Background: an optimization exercise with open tools, aiming at small area. Do not read the settings as production practice.
Power and IR drop assume default switching activity.

==> module tsa, before the edit <==
module tsa #(parameter [7:0] LANE = 8'h01) (
    input                clk,
    input                rst,
    input  [3:0]         ts_info,
    input                mode,
    input                active,
    input                upd_new,
    input                t8,
    input                et2,
    input                e1_link,
    input                e2_num,
    input                m1,
    input                m2,
    input                ts2m,
    input                to_tsa_ts_sent_enough,
    output [7:0]         to_tsg_rcv_link_num,
    output               to_tsg_rcv_link_num_vld,
    output               to_tsg_rcv_lane_num_vld,
    input                from_tsg_update_ack,
    input                remote_ts_valid,
    input  [127:0]       remote_ts,
    output               tsa_p_a2c,
    output               tsa_p2c,
    input                cfg_new,           
    output               tsa_cfg            
);
wire       is_poll = ~ts_info[3];    
wire       is_cfg  = ts_info[3];
wire [2:0] sub     = ts_info[2:0];
reg [15:0] cnt;
reg        f_pa2c, f_p2c;
reg        f_cfg;
reg [7:0]  link_num, lane_num;
reg        link_vld, lane_vld, link_acq, lane_acq;
assign tsa_p_a2c = f_pa2c;
assign tsa_p2c = f_p2c;
assign tsa_cfg = f_cfg;
assign to_tsg_rcv_link_num = link_num;
assign to_tsg_rcv_link_num_vld = link_vld;
assign to_tsg_rcv_lane_num_vld = lane_vld;
wire [7:0] r0 = remote_ts[127:120];
wire [7:0] r1 = remote_ts[119:112];
wire [7:0] r2 = remote_ts[111:104];
wire [7:0] r3 = remote_ts[103:96];
wire [7:0] r4 = remote_ts[95:88];
wire [7:0] r5 = remote_ts[87:80];
reg all_ts1, all_ts2;
integer i;
always @* begin
    all_ts1 = 1'b1; all_ts2 = 1'b1;
    for (i = 0; i < 10; i = i + 1) begin
        all_ts1 = all_ts1 & (remote_ts[8*i +: 8] == 8'h4A);
        all_ts2 = all_ts2 & (remote_ts[8*i +: 8] == 8'h45);
    end
end
wire       r1_link = (r1 == link_num);
wire       r2_lane = (r2 == lane_num);
wire       r2_wl   = (r2 == LANE);
wire       r2_pad  = (r2 == 8'hF7);
wire       eq_c    = (r0 == 8'hBC) & (r3 == 8'hFF) & (r4 == 8'h3E) & (r5 == 8'h00);
wire       r1_00   = (r1 == 8'h00);
wire       eq1     = e1_link ? (link_acq ? r1_link : r1_00) : (r1 == 8'hF7);
wire       eq2     = e2_num ? (mode ? r2_lane : r2_wl) : r2_pad;
wire       eq_id   = et2 ? all_ts2 : all_ts1;
wire       base    = eq_c & eq_id;
wire       full    = base & eq1 & eq2;
wire       mm      = base & (m1 | eq1) & (m2 | eq2);
wire       ts2ok   = (~ts2m | (eq_c & eq1)) & all_ts2;
wire       ge      = t8 ? |cnt[15:3] : |cnt[15:1];
wire       v       = remote_ts_valid;
wire       vm      = v & mm;
wire       usp_ln  = v & (mm ? ~r2_lane : (r2_lane & ts2ok));
reg inc, clr;
always @* begin
    inc = 1'b0; clr = 1'b0;
    if (is_poll) begin
        inc = v & full;
        if (upd_new) clr = 1'b1;
        else if (ge & (to_tsa_ts_sent_enough | ~t8)) clr = 1'b1;
    end
    if (is_cfg) begin
        case (sub)
            3'd0: begin
                inc = vm & (mode | r1_00);
                if (ge) clr = 1'b1;
            end
            3'd1: begin
                if (~mode) clr = 1'b1;
                else begin
                    inc = vm & (lane_acq | r2_wl);
                    if (ge) clr = 1'b1;
                end
            end
            3'd2, 3'd3: begin
                if (~mode) inc = vm & ((sub == 3'd2) ? ~r2_pad : r2_wl);
                else inc = usp_ln;
                if (ge) clr = 1'b1;
            end
            3'd4: begin
                inc = vm;
                if (ge & to_tsa_ts_sent_enough) clr = 1'b1;
            end
            default: ;
        endcase
        if (upd_new) clr = 1'b1;
    end
end
always @(posedge clk) begin
    if (active & is_cfg & (sub == 3'd0) & mode & ~link_acq & vm)
        link_num <= r1;
end
wire [16:0] cc;
assign cc[0] = inc;
genvar gi;
generate for (gi = 0; gi < 16; gi = gi + 1) begin : g_inc
    assign cc[gi+1] = cc[gi] & cnt[gi];
end endgenerate
always @(posedge clk) begin
    cnt <= (cnt ^ cc[15:0]) & {16{active & ~clr}};
end
always @(posedge clk) begin
    if (rst) begin
        f_pa2c <= 1'b0; f_p2c <= 1'b0; f_cfg <= 1'b0;
        lane_num <= 8'd0;
        link_vld <= 1'b0; lane_vld <= 1'b0; link_acq <= 1'b0; lane_acq <= 1'b0;
    end else begin
        if (cfg_new) f_cfg <= 1'b0;
        if (active) begin
        if (is_poll & ~upd_new & ge & (to_tsa_ts_sent_enough | ~t8)) begin
            f_pa2c <= ~ts_info[0];
            f_p2c <= ts_info[0];
        end
        if (is_cfg) begin
            case (sub)
                3'd0: begin
                    if (ge) f_cfg <= 1'b1;
                    if (mode) begin
                        if (~link_acq) begin
                            if (vm) begin
                                link_vld <= 1'b1; link_acq <= 1'b1;
                            end
                        end else if (from_tsg_update_ack) begin
                            link_vld <= 1'b0;
                        end
                    end
                end
                3'd1: begin
                    if (~mode | ge) f_cfg <= 1'b1;
                    if (mode) begin
                        if (~lane_acq) begin
                            if (vm) begin
                                lane_num <= r2; lane_vld <= r2_wl; lane_acq <= r2_wl;
                            end
                        end else if (from_tsg_update_ack) begin
                            lane_vld <= 1'b0;
                        end
                    end
                end
                3'd2, 3'd3: if (ge) f_cfg <= 1'b1;
                3'd4: if (ge & to_tsa_ts_sent_enough) f_cfg <= 1'b1;
                default: ;
            endcase
        end
        end
    end
end
endmodule
Settings: LEC_CHECK=0, CAP_MARGIN=0, CORE_AREA=10 10 390 390, DIE_AREA=0 0 400 400, SLEW_MARGIN=0; clock period 8.0 ns.
standard.sh (not shown) runs the stock make flow with config.mk's settings and CLKGATE_MAP_FILE= SYNTH_SCRIPT=/design/flow/synth_recipe.tcl, a recipe that flattens the netlist after the stock synthesis.
==> flow/flow/run.sh <==
#!/bin/bash
# Standard layout (standard.sh) with these changes:
#  - synthesis maps the logic with an area-oriented ABC script (flow/abc_area.script);
#    the registers and every other synthesis step are the standard ones;
#  - the port buffers are the smallest buffer cell (every port still gets one);
#  - one tie cell drives all constant outputs instead of one tie cell each;
#  - clock tree: larger sink clusters and no dummy loads.
set -euo pipefail
{ head -n 1 synth_recipe.tcl; cat flow/abc_wrap.tcl; tail -n +2 synth_recipe.tcl; } > area_synth.tcl
export FLOW_ABC_SCRIPT="$PWD/flow/abc_area.script"
export BUFFER_PORTS_ARGS="-buffer_cell sky130_fd_sc_hd__buf_1"
export SKIP_REPAIR_TIE_FANOUT=1
export CTS_ARGS="-sink_clustering_enable -repair_clock_nets -sink_clustering_size 28 -sink_clustering_max_diameter 80 -dont_use_dummy_load"
bash standard.sh SYNTH_SCRIPT="$PWD/area_synth.tcl" finish > standard.log 2>&1
==> flow/flow/abc_area.script <==
&get -n
&st
&syn2
&dch -f
&nf -a -R 1000
&st
&dch -f
&nf -a -R 1000
&put
topo
stime -c
dnsize -c
==> flow/flow/abc_wrap.tcl <==
# Run ABC with the area-oriented script given in FLOW_ABC_SCRIPT instead of
# the one the standard synthesis picks; everything else stays as it is.
proc abc {args} {
  set i [lsearch -exact $args -script]
  if { $i >= 0 } {
    lset args [expr { $i + 1 }] $::env(FLOW_ABC_SCRIPT)
  }
  puts "abc (area script): $args"
  yosys abc {*}$args
}
Next try:
--- a/flow/design.v
+++ b/flow/design.v
@@ -347,6 +347,5 @@
 wire       r2_pad  = (r2 == 8'hF7);
 wire       eq_c    = (r0 == 8'hBC) & (r3 == 8'hFF) & (r4 == 8'h3E) & (r5 == 8'h00);
-wire       r1_00   = (r1 == 8'h00);
-wire       eq1     = e1_link ? (link_acq ? r1_link : r1_00) : (r1 == 8'hF7);
+wire       eq1     = e1_link ? r1_link : (r1 == 8'hF7);
 wire       eq2     = e2_num ? (mode ? r2_lane : r2_wl) : r2_pad;
 wire       eq_id   = et2 ? all_ts2 : all_ts1;
@@ -370,5 +369,5 @@
         case (sub)
             3'd0: begin
-                inc = vm & (mode | r1_00);
+                inc = vm & (mode | (r1 == 8'h00));
                 if (ge) clr = 1'b1;
             end
@@ -394,8 +393,4 @@
     end
 end
-always @(posedge clk) begin
-    if (active & is_cfg & (sub == 3'd0) & mode & ~link_acq & vm)
-        link_num <= r1;
-end
 wire [16:0] cc;
 assign cc[0] = inc;
@@ -410,5 +405,5 @@
     if (rst) begin
         f_pa2c <= 1'b0; f_p2c <= 1'b0; f_cfg <= 1'b0;
-        lane_num <= 8'd0;
+        link_num <= 8'd0; lane_num <= 8'd0;
         link_vld <= 1'b0; lane_vld <= 1'b0; link_acq <= 1'b0; lane_acq <= 1'b0;
     end else begin
@@ -426,5 +421,5 @@
                         if (~link_acq) begin
                             if (vm) begin
-                                link_vld <= 1'b1; link_acq <= 1'b1;
+                                link_num <= r1; link_vld <= 1'b1; link_acq <= 1'b1;
                             end
                         end else if (from_tsg_update_ack) begin
The new run finished clean.
Area after synthesis rose by 0.60%.
Final cell count rose by 1.9%.
Total power rose by 4.7%.
Core utilization rose by 0.20 points.
Worst setup slack improves by 350 ps.
Maximum frequency rose by 5.1%.
Count of clock-buffer cells in the layout rose by 6.
No functional check of the RTL was part of any run of this note.

## port drivers added, routing unchanged
In the flow no input, the clock included, has a driving cell. The finished layouts below were timed again as built, in two steps.
Step 1: set_driving_cell puts a clkbuf_16 on clk and a buf_2 on each other input, an assumption about the parent block.
Step 2 adds t to the input delays and takes it off the output delays; t is the mean of the earliest and latest rising clock arrival at the registers after step 1. Input paths then give back, and output paths get back, about the clock's delay inside the block.
Three values: no drivers, after step 1, after step 2; two values: the first two.
| run | t, ns | slack for setup (ns) | clock arrival spread, ns | worst slew at a driven data input, ns |
|---|---|---|---|---|
| the first run | 0.620 | 0.754 / 0.760 / 0.140 | 0.122 / 0.122 | 0.32 |
| the second run | 0.627 | 1.107 / 1.107 / 0.548 | 0.172 / 0.172 | 0.23 |
After both steps setup and hold are still met in every run listed. The setup slack of the first run, which loses most, moves by +0.006 ns with the drivers and by -0.614 ns with both steps.
